This design comes from an exercise in tuning for small area, a short achievable clock period and few clock cycles on the open sky130 flow, not from production work. At most, simulation tests tie the RTL to the original design; equivalence was not proved. No driver is modelled on the clock port, so clock power and skew are understated where the tree is cut down; a real chip needs a root buffer or a tree. No activity file was given, so power comes from the tool's default toggle rates.

## STI_DAC
module STI_DAC(clk ,reset, load, pi_data, pi_length, pi_fill, pi_msb, pi_low, pi_end,
	       so_data, so_valid,
	       oem_finish, oem_dataout, oem_addr,
	       odd1_wr, odd2_wr, odd3_wr, odd4_wr, even1_wr, even2_wr, even3_wr, even4_wr);
Size in the first run: roughly 30 flip-flops, roughly 49 I/O pins.
==> module STI_DAC, before the edit <==
module STI_DAC(clk ,reset, load, pi_data, pi_length, pi_fill, pi_msb, pi_low, pi_end,
	       so_data, so_valid,
	       oem_finish, oem_dataout, oem_addr,
	       odd1_wr, odd2_wr, odd3_wr, odd4_wr, even1_wr, even2_wr, even3_wr, even4_wr);
input		clk, reset;
input		load, pi_msb, pi_low, pi_end;
input	[15:0]	pi_data;
input	[1:0]	pi_length;
input		pi_fill;
output		so_data;
output		so_valid;
output		odd1_wr, odd2_wr, odd3_wr, odd4_wr, even1_wr, even2_wr, even3_wr, even4_wr;
output	reg	oem_finish;
output	[4:0]	oem_addr;
output	[7:0]	oem_dataout;
reg		busy;		 
reg	[2:0]	idx;		 
reg		hi;		 
reg		zero;		 
reg		be;		 
reg		msb_r;		 
reg	[7:0]	shift;		 
reg	[5:0]	pix;		 
reg	[3:1]	bge;		 
reg		wr_odd;		 
reg		wr_even;	 
reg		wr_data;	 
reg		zen;		 
wire off = pi_length[1] & (pi_msb ^ pi_fill);	 
reg zero0, hi0;					 
always @(*) begin
	case (pi_length)
	2'd0: begin zero0 = 1'b0; hi0 = pi_low; end
	2'd1: begin zero0 = 1'b0; hi0 = pi_msb; end
	2'd2: begin zero0 = off; hi0 = off ^ pi_msb; end	 
	default: begin zero0 = off; hi0 = pi_msb; end		 
	endcase
end
wire k1 = hi ^ msb_r;
wire off_r = pi_length[1] & (msb_r ^ pi_fill);
wire last_byte = (pi_length == 2'd0)
	| (~zero & k1 & ((pi_length == 2'd1) | off_r))		 
	| (zero & ~off_r & (pi_length == 2'd2) & ~k1)		 
	| (zero & ~off_r & (pi_length == 2'd3) & k1);		 
wire first_bit = ~zero0 & (pi_msb ? (hi0 ? pi_data[15] : pi_data[7])
				  : (hi0 ? pi_data[8] : pi_data[0]));
wire next_bit = ~zero & pi_data[{hi, idx}];
wire byte_end = be;
wire last = byte_end & last_byte;
always @(posedge clk or posedge reset) begin
	if (reset) begin
		busy <= 1'b0;
		be <= 1'b0;
	end else begin
		busy <= load | (busy & ~last);
		be <= busy & (idx == (msb_r ? 3'd1 : 3'd6));
	end
end
wire [2:0] idx_up = idx + 3'd1;
wire [2:0] idx_dn = idx - 3'd1;
always @(posedge clk) begin
	msb_r <= pi_msb;
	if (load) idx <= pi_msb ? 3'd6 : 3'd1;
	else idx <= msb_r ? idx_dn : idx_up;
	if (load) begin
		zero <= zero0;
		hi <= hi0;
	end else if (byte_end) begin
		zero <= zero ^ k1;
		hi <= ~hi;
	end
	shift <= {shift[6:0], load ? first_bit : next_bit};
end
assign so_data = shift[0];
wire pix_ev = pix[3] ^ pix[0];
wire fill = pi_end & ~bge[1] & ~(wr_odd | wr_even);
wire slot = byte_end | fill;
always @(posedge clk or posedge reset) begin
	if (reset) begin
		pix <= 6'd0;
		bge <= 3'd0;
		wr_odd <= 1'b0;
		wr_even <= 1'b0;
		wr_data <= 1'b0;
		oem_finish <= 1'b0;
	end else begin
		wr_odd <= slot & ~pix_ev;
		wr_even <= slot & pix_ev;
		wr_data <= byte_end;
		bge <= bge | ({bge[2:1], 1'b1} & {3{(wr_odd | wr_even) & (pix == 6'd63)}});
		pix <= pix + {5'd0, wr_odd | wr_even};
		oem_finish <= pi_end & bge[1];
	end
end
always @(posedge clk)
	zen <= ~byte_end & (load | busy | pi_end);
assign odd1_wr  = wr_odd & ~bge[1];
assign even1_wr = wr_even & ~bge[1];
assign odd2_wr  = bge[1] ? wr_odd & ~bge[2] : zen;
assign even2_wr = bge[1] ? wr_even & ~bge[2] : zen;
assign odd3_wr  = bge[2] ? wr_odd & ~bge[3] : zen;
assign even3_wr = bge[2] ? wr_even & ~bge[3] : zen;
assign odd4_wr  = bge[3] ? wr_odd : zen;
assign even4_wr = bge[3] ? wr_even : zen;
assign oem_addr = pix[5:1];
assign so_valid = busy | wr_data;
assign oem_dataout = shift & {8{wr_data}};
endmodule
Settings: LEC_CHECK=0, CAP_MARGIN=20, CORE_MARGIN=2, CORE_UTILIZATION=40, SETUP_SLACK_MARGIN=2.1, SLEW_MARGIN=20; clock period 4.0 ns.
standard.sh (not shown) runs the stock make flow with config.mk's settings and CLKGATE_MAP_FILE= SYNTH_SCRIPT=/design/flow/synth_recipe.tcl, a recipe that flattens the netlist after the stock synthesis.
==> flow/flow/run.sh <==
#!/bin/bash
# Standard synthesis and layout, with plain buf_1 port buffers, free cell
# sizing, and a single clock buffer in place of the clock tree (pre_cts.tcl).
set -euo pipefail
here=$(pwd)
bash standard.sh synth > synth.log 2>&1
bash standard.sh 'BUFFER_PORTS_ARGS=-buffer_cell sky130_fd_sc_hd__buf_1' MATCH_CELL_FOOTPRINT=0 "PRE_CTS_TCL=$here/flow/pre_cts.tcl" finish > layout.log 2>&1
==> flow/flow/pre_cts.tcl <==
# Clock tree: one clkbuf_16, placed at the centre of the registers, drives
# every register's clock pin (the design has about 30 registers). This
# replaces ORFS's two-level H-tree; all registers still see the same clock.
set block [ord::get_db_block]
set clknet [$block findNet clk]
set sinks {}
set sx 0
set sy 0
foreach it [$clknet getITerms] {
  set inst [$it getInst]
  set box [$inst getBBox]
  set sx [expr {$sx + ([$box xMin] + [$box xMax]) / 2}]
  set sy [expr {$sy + ([$box yMin] + [$box yMax]) / 2}]
  lappend sinks $it
}
set n [llength $sinks]
puts "pre_cts: $n clock sinks"
set master [[ord::get_db] findMaster sky130_fd_sc_hd__clkbuf_16]
set buf [odb::dbInst_create $block $master clkbuf_root]
set leaf [odb::dbNet_create $block clknet_root]
$leaf setSigType CLOCK
foreach it $sinks {
  $it disconnect
  $it connect $leaf
}
[$buf findITerm A] connect $clknet
[$buf findITerm X] connect $leaf
$buf setLocation [expr {$sx / $n}] [expr {$sy / $n}]
$buf setPlacementStatus PLACED
set_propagated_clock [all_clocks]
# the tree is built; skip ORFS's clock tree synthesis
proc clock_tree_synthesis {args} { puts "pre_cts: clock_tree_synthesis skipped" }
The baseline ran to the end with no violations.
Edit:
--- a/flow/design.v
+++ b/flow/design.v
@@ -33,18 +33,17 @@
 	2'd0: begin zero0 = 1'b0; hi0 = pi_low; end
 	2'd1: begin zero0 = 1'b0; hi0 = pi_msb; end
 	2'd2: begin zero0 = off; hi0 = off ^ pi_msb; end	 
 	default: begin zero0 = off; hi0 = pi_msb; end		 
 	endcase
 end
-wire k1 = hi ^ msb_r;
-wire off_r = pi_length[1] & (msb_r ^ pi_fill);
+wire k1 = hi ^ pi_msb;
 wire last_byte = (pi_length == 2'd0)
-	| (~zero & k1 & ((pi_length == 2'd1) | off_r))		 
-	| (zero & ~off_r & (pi_length == 2'd2) & ~k1)		 
-	| (zero & ~off_r & (pi_length == 2'd3) & k1);		 
+	| (~zero & k1 & ((pi_length == 2'd1) | off))		 
+	| (zero & ~off & (pi_length == 2'd2) & ~k1)		 
+	| (zero & ~off & (pi_length == 2'd3) & k1);		 
 wire first_bit = ~zero0 & (pi_msb ? (hi0 ? pi_data[15] : pi_data[7])
 				  : (hi0 ? pi_data[8] : pi_data[0]));
 wire next_bit = ~zero & pi_data[{hi, idx}];
 wire byte_end = be;
 wire last = byte_end & last_byte;
 always @(posedge clk or posedge reset) begin
What happened: The new run went through all stages and came out clean. Final cell count falls slightly. Utilization falls by 0.72 points. Synthesized cell count falls slightly. Power falls slightly. Worst setup slack gets better by 0.015 ns. Clock skew stays flat. Sequential power is about the same. Flip-flop and latch count is unchanged. Hold slack is about the same. Design area falls slightly. Wire length falls by a few percent. Area after synthesis hardly moves.
Testbench counts after the change, summed over its fixed seeds: cycles 10,845.
The RTL of the first run of this note was laid out without a check of its function. In every run of this note, the design's own scripts or RTL, not TritonCTS, make the clock network.

==> re-timing with driven ports <==
The flow's constraints put no driver on any port. The routed layouts listed below were extracted and timed again, unchanged, in two steps.
Step 1, drivers: a clkbuf_16 drives clk and a buf_2 each remaining input, both assumed.
Step 2 also shifts input and output timing later by t, the mid clock arrival at the registers, as if the neighbouring blocks saw the same clock.
Three values: no drivers, after step 1, after step 2; two values: the first two.
run	t (ns)	setup WS [ns]	worst setup path after step 2	slew at the worst register clock pin (ns)
the first run	0.200	2.137 / 2.105 / 1.974	input to register	0.11 / 0.11
the second run	0.194	2.153 / 2.122 / 2.015	input to register	0.10 / 0.10
After both steps every run listed still meets setup and hold. For the first run, which loses most, drivers alone change the setup slack by -0.032 ns; drivers and shift together by -0.163 ns.
